From an optimization exercise on the open Yosys and OpenROAD flow, aimed at small area and a short achievable clock period; shortcuts taken in it are not production practice.
RTL that was checked went through simulation tests only; none was proved equivalent to the original.

Setup of north:
// cordic
module cordic #(
    parameter integer C_S00_AXIS_TDATA_WIDTH = 32,
    parameter integer C_M00_AXIS_TDATA_WIDTH = 32,
    parameter integer C_NUM_CORDIC_ITERATIONS = 16,
    parameter integer C_CORDIC_FRAC_WIDTH = 16,
    parameter integer C_CORDIC_GAIN = 39796
)(
    input wire s00_axis_aclk,
    input wire s00_axis_aresetn,
    input wire s00_axis_tlast,
    input wire s00_axis_tvalid,
    input wire [C_S00_AXIS_TDATA_WIDTH-1:0] s00_axis_tdata,
    input wire [(C_S00_AXIS_TDATA_WIDTH/8)-1:0] s00_axis_tstrb,
    output logic s00_axis_tready,
    input wire m00_axis_tready,
    output logic m00_axis_tvalid,
    output logic m00_axis_tlast,
    output logic [C_M00_AXIS_TDATA_WIDTH-1:0] m00_axis_tdata,  
    output logic [(C_M00_AXIS_TDATA_WIDTH/8)-1:0] m00_axis_tstrb
);
    localparam integer HALF_GAIN = C_CORDIC_GAIN / 2;
    localparam logic [256-1:0] ZT0 = {16'hbe12, 16'hfe10, 16'he3d8, 16'h23d6, 16'hd208, 16'h1206, 16'hf7ce, 16'h37cc, 16'hc834, 16'h0832, 16'hedfa, 16'h2df8, 16'hdc2a, 16'h1c28, 16'h01f0, 16'h41ee};
    localparam logic [256-1:0] ZT1 = {16'hfb3d, 16'h0053, 16'hfdc7, 16'h02dd, 16'hfc81, 16'h0197, 16'hff0b, 16'h0421, 16'hfbdf, 16'h00f5, 16'hfe69, 16'h037f, 16'hfd23, 16'h0239, 16'hffad, 16'h04c3};
    localparam logic [1024-1:0] ZT2 = {16'hffb2, 16'h0002, 16'hffda, 16'h002a, 16'hffc6, 16'h0016, 16'hffee, 16'h003e, 16'hffbc, 16'h000c, 16'hffe4, 16'h0034, 16'hffd0, 16'h0020, 16'hfff8, 16'h0048, 16'hffb6, 16'h0006, 16'hffde, 16'h002e, 16'hffca, 16'h001a, 16'hfff2, 16'h0042, 16'hffc0, 16'h0010, 16'hffe8, 16'h0038, 16'hffd4, 16'h0024, 16'hfffc, 16'h004c, 16'hffb4, 16'h0004, 16'hffdc, 16'h002c, 16'hffc8, 16'h0018, 16'hfff0, 16'h0040, 16'hffbe, 16'h000e, 16'hffe6, 16'h0036, 16'hffd2, 16'h0022, 16'hfffa, 16'h004a, 16'hffb8, 16'h0008, 16'hffe0, 16'h0030, 16'hffcc, 16'h001c, 16'hfff4, 16'h0044, 16'hffc2, 16'h0012, 16'hffea, 16'h003a, 16'hffd6, 16'h0026, 16'hfffe, 16'h004e};
  ...
Size in the first run: roughly 80 I/O pins, about 0.092 mm^2 of cells after synthesis.
export LEC_CHECK = 0
export CAP_MARGIN = 20
export CORE_MARGIN = 2
export CORE_UTILIZATION = 60
export PLACE_DENSITY = 0.72
export SLEW_MARGIN = 20
create_clock -name core_clock -period 10.0 [get_ports {s00_axis_aclk}]
standard.sh (not shown) runs the stock make flow with config.mk's settings and CLKGATE_MAP_FILE= SYNTH_SCRIPT=/design/flow/synth_recipe.tcl, a recipe that flattens the netlist after the stock synthesis.
==> flow/flow/run.sh <==
#!/bin/bash
set -euo pipefail
export SETUP_SLACK_MARGIN=5.7
bash standard.sh > standard.log 2>&1
[inputs] south vs north
-- flow/design.v --
<<< north, line 57
    wire [19:0] xa = p, xb = q << 1, xc = q;
    wire [19:0] ya = (p << 1) ^ nd, yb = p ^ nd, yc = q ^ ~nd;
    wire [19:0] xs2 = xa ^ xb ^ xc;
    wire [19:0] xc2 = {(xa[18:0] & xb[18:0]) | (xa[18:0] & xc[18:0]) | (xb[18:0] & xc[18:0]), 1'b0};
    wire [19:0] ys2 = ya ^ yb ^ yc;
    wire [19:0] yc2 = {(ya[18:0] & yb[18:0]) | (ya[18:0] & yc[18:0]) | (yb[18:0] & yc[18:0]), 1'b1};
    wire signed [19:0] x2, y2;
    addc #(20) ax2 (.a(xs2), .b(xc2), .ci(1'b0), .s(x2));
    addc #(20) ay2 (.a(ys2), .b(yc2), .ci(~d1_r), .s(y2));
    logic signed [19:0] x2_r, y2_r;
    logic [1:0] dec2_r;
>>> south, line 57
    wire [19:0] xa = p, xb = q << 1, xc = q;
    wire [19:0] ya = (p << 1) ^ nd, yb = p ^ nd, yc = q ^ ~nd;
    wire signed [19:0] x2 = xa + xb + xc;
    wire signed [19:0] y2 = ya + yb + yc + {18'd0, ~d1_r, d1_r};
    logic signed [19:0] x2_r, y2_r;
    logic [1:0] dec2_r;
==> comparison <==
Every stage of the flow completed for south, and the final layout passed the timing, design-rule and antenna checks.
south — arrival time of the worst setup path 150 ps lower, north as reference
In the reports for north and south, the smaller final hold slack belongs to south.
north → south: cell count was more or less identical, core utilization rose 0.26 points, setup slack now sits higher, largest net degree at the start of global routing fell by 2.
Of the two values seen for critical-path cell with the highest stage delay, sky130_fd_sc_hd__fa_1 was produced by south and sky130_fd_sc_hd__or4_4 by north.
s00_axis_tdata[4] as the start point of the critical path was reported by north, and swp_r by south.
[compare] base=north new=south: fraction of met2 tracks used by global routing grew by 1.4 points; count of cells resized by post-cts repair grew by 11.
The RTL of north was laid out without a check of its function.

what the ideal ports hide:
The results above use ideal ports. As a check the final layouts listed here were re-extracted and re-timed, cells and wires unchanged. Step 1: set_driving_cell puts a clkbuf_16 on s00_axis_aclk and a buf_2 on each other input, an assumption about the parent block. Step 2 times the ports against the registers' clock, not the clock port: input delays grow and output delays shrink by t, the midpoint of the rising clock arrivals with the driver on. Slacks: no drivers / after step 1 / after step 2; pairs: no drivers / after step 1.
| run | t (ns) | slack for setup (ns) | clock arrival spread, ns | cell pins on the clock port's net |
|---|---|---|---|---|
| north | 0.859 | 5.640 / 5.341 / 4.748 | 0.039 / 0.039 | 1 |
| south | 0.854 | 5.670 / 5.544 / 4.892 | 0.031 / 0.032 | 1 |
After both steps every run listed still meets setup and hold. The setup slack of north, which loses most, moves by -0.299 ns with the drivers and by -0.892 ns with both steps.
